This design comes from an exercise in tuning for small area on the open sky130 flow, not from production work. The RTL was checked by simulation tests, not by an equivalence proof against the original design. No driver is modelled on the clock port, so clock power and skew are understated where the tree is cut down; a real chip needs a root buffer or a tree. No activity file was given, so power comes from the tool's default toggle rates.

==> flow/design.v <==
`timescale 1ns / 1ps
module ac_dig10(input [3:0] q, input ci, output [3:0] n, output co);
    assign n[0] = q[0] ^ ci;
    assign n[1] = q[1] ^ (ci & q[0] & ~q[3]);
    assign n[2] = q[2] ^ (ci & q[0] & q[1]);
    assign n[3] = q[3] ^ (ci & q[0] & (q[3] | (q[2] & q[1])));
    assign co   = ci & q[3] & q[0];
endmodule
module ac_dig6(input [2:0] q, input ci, output [2:0] n, output co);
    assign n[0] = q[0] ^ ci;
    assign n[1] = q[1] ^ (ci & q[0] & ~q[2]);
    assign n[2] = q[2] ^ (ci & q[0] & (q[1] | q[2]));
    assign co   = ci & q[2] & q[0];
endmodule
module ac_inc60(input [6:0] q, input ci, output [6:0] n, output co);
    wire cu;
    ac_dig10 u_u(.q(q[3:0]), .ci(ci), .n(n[3:0]), .co(cu));
    ac_dig6  u_t(.q(q[6:4]), .ci(cu), .n(n[6:4]), .co(co));
endmodule
module ac_inc24(input [5:0] q, input ci, output [5:0] n);
    wire w  = ci & q[5] & q[1] & q[0];               
    wire cu = ci & q[3] & q[0];                      
    assign n[0] = q[0] ^ ci;
    assign n[1] = q[1] ^ (ci & q[0] & ~q[3]);
    assign n[2] = q[2] ^ (ci & q[0] & q[1] & ~q[5]);
    assign n[3] = q[3] ^ (ci & q[0] & (q[3] | (q[2] & q[1])));
    assign n[4] = q[4] ^ cu;
    assign n[5] = (q[5] & ~w) | (cu & q[4]);
endmodule
module ac_timebase(
    input clk, input rst,
    output scan_en, output led_en, output tick
);
    logic [3:0] c0, c1, c2;
    wire [3:0] n0, n1, n2;
    wire k0, k1, k2;
    ac_dig10 u_d0(.q(c0), .ci(1'b1), .n(n0), .co(k0));
    ac_dig10 u_d1(.q(c1), .ci(k0),   .n(n1), .co(k1));
    ac_dig10 u_d2(.q(c2), .ci(k1),   .n(n2), .co(k2));
    always_ff @(posedge clk) begin
        if (rst) begin
            c0 <= 4'd8; c1 <= 4'd9; c2 <= 4'd4;
        end else begin
            c0 <= n0; c1 <= n1; c2 <= n2;
        end
    end
    assign scan_en = ~c0[2] & c0[1] & ~c0[0];                          
    assign led_en  = c1[2] & ~c1[1] & ~c1[0] & c0[2] & c0[1] & c0[0];   
    assign tick    = k2;                                               
endmodule
module ac_debounce(
    input clk, input rst, input in_btn, output pulse
);
    logic d1, d2, outb, p1, p2, flag;
    logic [4:0] lf;
    wire edg = d1 ^ d2;
    wire last = ~lf[3] & ~lf[2] & ~lf[1] & ~lf[0];
    always_ff @(posedge clk) begin
        p2 <= p1;        
        lf <= edg ? 5'b00001 : {lf[3:0], lf[4] ^ lf[2]};
        if (rst) begin
            d1 <= 1'b0; d2 <= 1'b1; outb <= 1'b0; p1 <= 1'b0; flag <= 1'b0;
        end else begin
            d1 <= in_btn;
            d2 <= d1;
            outb <= flag ? d2 : outb;
            p1 <= outb;
            flag <= ~edg & (flag | last);
        end
    end
    assign pulse = p1 & ~p2;
endmodule
module ac_time(
    input clk, input rst, input amode, input [1:0] pulse, input tick,
    output [5:0] dh, output logic [6:0] cm, output logic [6:0] am, output logic [6:0] cs,
    output logic alarm_q
);
    logic [5:0] ch, ah;
    assign dh = amode ? ah : ch;
    wire [6:0] cs_n, cm_e, cm_n, am_n;
    wire [5:0] ch_e, ch_n, ah_n;
    wire cs_c, cm_c, x1, x2;
    ac_inc60 u_cs (.q(cs),   .ci(tick),               .n(cs_n), .co(cs_c));
    ac_inc60 u_cme(.q(cm),   .ci(pulse[0] & ~amode),  .n(cm_e), .co(x1));
    ac_inc60 u_cmn(.q(cm_e), .ci(cs_c),               .n(cm_n), .co(cm_c));
    ac_inc24 u_che(.q(ch),   .ci(pulse[1] & ~amode),  .n(ch_e));
    ac_inc24 u_chn(.q(ch_e), .ci(cm_c),               .n(ch_n));
    ac_inc60 u_am (.q(am),   .ci(pulse[0] & amode),   .n(am_n), .co(x2));
    ac_inc24 u_ah (.q(ah),   .ci(pulse[1] & amode),   .n(ah_n));
    always_ff @(posedge clk) begin
        if (rst) begin
            cs <= 7'd0; cm <= 7'd0; ch <= 6'd0;
            am <= 7'd1; ah <= 6'd0;
            alarm_q <= 1'b0;
        end else begin
            cs <= cs_n;
            cm <= cm_n;
            ch <= ch_n;
            am <= am_n;
            ah <= ah_n;
            alarm_q <= ~amode & (ch == ah) & (cm == am) & (cs == 7'd0);
        end
    end
endmodule
module ac_display(
    input clk, input rst, input scan_en, input mode12, input amode,
    input [5:0] dh, input [6:0] cm, input [6:0] am, input [6:0] cs,
    output [6:0] seg, output dp, output [5:0] an, output pm
);
    wire h_ge13 = dh[5] | (dh[4] & (dh[3] | dh[2] | (dh[1] & dh[0])));
    assign pm = mode12 & h_ge13;
    wire [5:0] hd = ~pm   ? dh :
                    dh[5] ? {1'b0, dh[1], ~dh[1], 2'b00, dh[0]} :
                            {2'b00, 1'b0, dh[3] | (dh[2] & dh[1]), ~dh[1], dh[0]};
    logic [2:0] j;
    always_ff @(posedge clk) begin
        if (rst)          j <= 3'b000;
        else if (scan_en) j <= {j[1:0], ~j[2]};
    end
    wire [5:0] sel;
    assign sel[0] = ~j[2] & ~j[0];
    assign sel[1] = j[0] & ~j[1];
    assign sel[2] = j[1] & ~j[2];
    assign sel[3] = j[2] & j[0];
    assign sel[4] = j[1] & ~j[0];
    assign sel[5] = j[2] & ~j[1];
    wire [3:0] digit = ({4{sel[0] & ~amode}} & cs[3:0])
                     | ({4{sel[1] & ~amode}} & {1'b0, cs[6:4]})
                     | ({4{sel[2] & ~amode}} & cm[3:0])
                     | ({4{sel[2] &  amode}} & am[3:0])
                     | ({4{sel[3] & ~amode}} & {1'b0, cm[6:4]})
                     | ({4{sel[3] &  amode}} & {1'b0, am[6:4]})
                     | ({4{sel[4]}} & hd[3:0])
                     | ({4{sel[5]}} & {2'b0, hd[5:4]});
    wire b3 = digit[3], b2 = digit[2], b1 = digit[1], b0 = digit[0];
    wire sa = b3 | b1 | ~(b2 ^ b0);
    wire sb = ~b2 | ~(b1 ^ b0);
    wire sc = b2 | ~b1 | b0;
    wire sd = b3 | (~b2 & ~b0) | (b1 & ~b0) | (~b2 & b1) | (b2 & ~b1 & b0);
    wire se = (~b2 & ~b0) | (b1 & ~b0);
    wire sf = b3 | (~b1 & ~b0) | (b2 & ~b1) | (b2 & ~b0);
    wire sg = b3 | (b2 ^ b1) | (b1 & ~b0);
    assign seg = ~{sa, sb, sc, sd, se, sf, sg};
    assign dp = ~sel[2];
    assign an = ~sel;
endmodule
module ac_led(
    input clk, input rst, input alarm, input led_en, input pm, output [7:0] led
);
    logic lstate;
    logic [5:0] lcnt;
    always_ff @(posedge clk) begin
        if (rst) lstate <= 1'b0;
        else     lstate <= alarm | (lstate & ~(&lcnt));
        if (!lstate)     lcnt <= 6'd0;
        else if (led_en) lcnt <= lcnt + 6'd1;
    end
    wire [7:0] shift = 8'd1 << lcnt[2:0];
    assign led[7:1] = lstate ? shift[7:1] : 7'd0;
    assign led[0]   = lstate ? shift[0] : pm;
endmodule
module topmodule(
    input CLK100MHZ,
    input CPU_RESETN,
    input [1:0]SW,
    input BTNL, BTNR,
    output CA, CB, CC, CD, CE, CF, CG, DP,
    output [7:0]AN,
    output [7:0]LED
);
    wire clk = CLK100MHZ;
    wire rst = ~CPU_RESETN;
    wire scan_en, led_en, tick, alarm_q, pm;
    wire [1:0] pulse;
    wire [5:0] dh;
    wire [6:0] cm, am, cs;
    wire [5:0] an;
    ac_timebase u_tb(.clk(clk), .rst(rst), .scan_en(scan_en), .led_en(led_en), .tick(tick));
    ac_debounce u_dl(.clk(clk), .rst(rst), .in_btn(BTNL), .pulse(pulse[1]));
    ac_debounce u_dr(.clk(clk), .rst(rst), .in_btn(BTNR), .pulse(pulse[0]));
    ac_time u_time(.clk(clk), .rst(rst), .amode(SW[1]), .pulse(pulse), .tick(tick),
                   .dh(dh), .cm(cm), .am(am), .cs(cs), .alarm_q(alarm_q));
    ac_display u_disp(.clk(clk), .rst(rst), .scan_en(scan_en), .mode12(SW[0]), .amode(SW[1]),
                      .dh(dh), .cm(cm), .am(am), .cs(cs),
                      .seg({CA, CB, CC, CD, CE, CF, CG}), .dp(DP), .an(an), .pm(pm));
    assign AN = {an, 2'b11};
    ac_led u_led(.clk(clk), .rst(rst), .alarm(alarm_q), .led_en(led_en), .pm(pm), .led(LED));
endmodule
Settings: LEC_CHECK=0, CAP_MARGIN=20, CORE_MARGIN=2, CORE_UTILIZATION=60, PLACE_DENSITY=0.85, SLEW_MARGIN=20; clock period 10.0 ns.
standard.sh (not shown) runs the stock make flow with config.mk's settings and CLKGATE_MAP_FILE= SYNTH_SCRIPT=/design/flow/synth_recipe.tcl, a recipe that flattens the netlist after the stock synthesis.
==> flow/flow/run.sh <==
#!/bin/bash
# Own layout flow: the standard flow, with these changes.
#  1. After the standard synthesis (bash standard.sh synth, unchanged), the
#     combinational logic between the flip-flops is re-mapped by ABC with an
#     area-oriented script (deepsyn + area mapping), 24 seeds, keeping the
#     smallest result. Flip-flop instances, their names and cell types stay
#     exactly as the standard synthesis made them (flow/reabc.ys).
#  2. Port buffers are the smallest buffer (buf_1) instead of clkdlybuf4s50_1.
#  3. Clock buffering by hand instead of TritonCTS (flow/mycts_hook.tcl, run
#     as the CTS step's PRE_CTS_TCL hook): the clock port drives a few clock
#     buffers directly, each driving one k-means cluster of flip-flops.
# Each tool's output goes to a log file of its own in the work folder.
set -euo pipefail
W=$(pwd)
R=$W/orfs/results/${FLOW_PLATFORM}/topmodule/base
LIB=$FLOW_HOME/platforms/sky130hd/lib/sky130_fd_sc_hd__tt_025C_1v80.lib

bash standard.sh synth > $W/log_1_synth.txt 2>&1

cp $R/1_2_yosys.v $W/synth_standard.v
DU=$(sed -n '/^export DONT_USE_CELLS/,/^$/p' $FLOW_HOME/platforms/sky130hd/config.mk \
     | grep -oE 'sky130_fd_sc_hd__[a-z0-9_]+' | sort -u | sed 's/^/-dont_use /' | tr '\n' ' ')
run_seed() {
  local s=$1
  sed -e "s#SEED#$s#" $W/flow/abc_area.script > $W/abc_area_$s.script
  sed -e "s#@LIB@#$LIB#g" -e "s#@DU@#$DU#g" -e "s#@IN@#$W/synth_standard.v#g" \
      -e "s#@OUT@#$W/synth_reabc_$s.v#g" -e "s#@SCRIPT@#$W/abc_area_$s.script#g" \
      $W/flow/reabc.ys > $W/reabc_$s.ys
  yosys -s $W/reabc_$s.ys > $W/log_reabc_$s.txt 2>&1 || true
}
SEEDS=$(seq 1 24)
for b in 0 1 2 3 4 5; do
  for i in 1 2 3 4; do run_seed $((b * 4 + i)) & done
  wait
done
best=""; besta=""
for s in $SEEDS; do
  f=$W/synth_reabc_$s.v.stat_after.txt
  [[ -s $W/synth_reabc_$s.v && -s $f ]] || { echo "seed $s: failed" >> $W/log_reabc_pick.txt; continue; }
  a=$(grep 'Chip area for module' $f | awk '{print $NF}')
  echo "seed $s: $a" >> $W/log_reabc_pick.txt
  if [[ -z "$best" ]] || awk -v a="$a" -v b="$besta" 'BEGIN{exit !(a < b)}'; then best=$s; besta=$a; fi
done
if [[ -n "$best" ]]; then
  echo "picked seed $best ($besta)" >> $W/log_reabc_pick.txt
  cp $W/synth_reabc_$best.v $R/1_2_yosys.v
  rm -f $R/1_synth.odb $R/1_synth.sdc
else
  echo "no re-mapped netlist; keeping the standard one" >> $W/log_reabc_pick.txt
fi

bash standard.sh \
    BUFFER_PORTS_ARGS="-buffer_cell sky130_fd_sc_hd__buf_1" \
    PRE_CTS_TCL="$W/flow/mycts_hook.tcl" \
    finish > $W/log_2_layout.txt 2>&1
Other scripts of this flow, unchanged in this note and not shown: flow/flow/abc_area.script, flow/flow/mycts.tcl, flow/flow/mycts_hook.tcl, flow/flow/reabc.ys
The first run went through all stages and came out clean.
Next try:
--- a/flow/flow/run.sh
+++ b/flow/flow/run.sh
@@ -5 +5 @@
-#     area-oriented script (deepsyn + area mapping), 24 seeds, keeping the
+#     area-oriented script (deepsyn + area mapping), twelve seeds, keeping the
@@ -31,5 +31,3 @@
-SEEDS=$(seq 1 24)
-for b in 0 1 2 3 4 5; do
-  for i in 1 2 3 4; do run_seed $((b * 4 + i)) & done
-  wait
-done
+for s in 1 2 3 4; do run_seed $s & done; wait
+for s in 5 6 7 8; do run_seed $s & done; wait
+for s in 9 10 11 12; do run_seed $s & done; wait
@@ -37 +35 @@
-for s in $SEEDS; do
+for s in 1 2 3 4 5 6 7 8 9 10 11 12; do
Settings changed: PLACE_DENSITY 0.85 to 0.95.
Sequential cell count does not change.
Setup slack is better by 54 ps.
First-iteration DRC count climbs by about a fifth.
Die area hardly moves.
Via count grows slightly.
Worst hold slack got worse by 9.0 ps.
Sequential power barely changes.
Maximum frequency came out higher slightly.
Synthesized cell count rises slightly.
No run of this note takes its clock network from TritonCTS; it comes from the design's own scripts or RTL.

## port drivers added, routing unchanged
No port has a modelled driver above. Below, the same layouts with a new extraction and two added sets of constraints.
Step 1 sets driving cells, clkbuf_16 on the clock port and buf_2 on the other inputs (assumed; they add their load-dependent delay and slew).
Step 2, shift: input delay + t, output delay - t, t = (earliest + latest rising clock arrival at the registers) / 2. This alone moves slack from input paths to output paths.
Slacks: no drivers / after step 1 / after step 2; pairs: no drivers / after step 1.
run	shift t [ns]	setup slack, ns	hold slack, ns	clock arrival spread, ns	worst register clock-pin slew, ns
the first run	0.218	3.129 / 3.101 / 3.101	0.364 / 0.364 / 0.364	0.020 / 0.020	0.11 / 0.11
the second run	0.222	3.183 / 3.143 / 3.143	0.355 / 0.355 / 0.355	0.005 / 0.005	0.11 / 0.11
After both steps setup and hold are still met in every run listed. The setup slack of the second run, which loses most, moves by -0.040 ns with the drivers and by -0.040 ns with both steps.
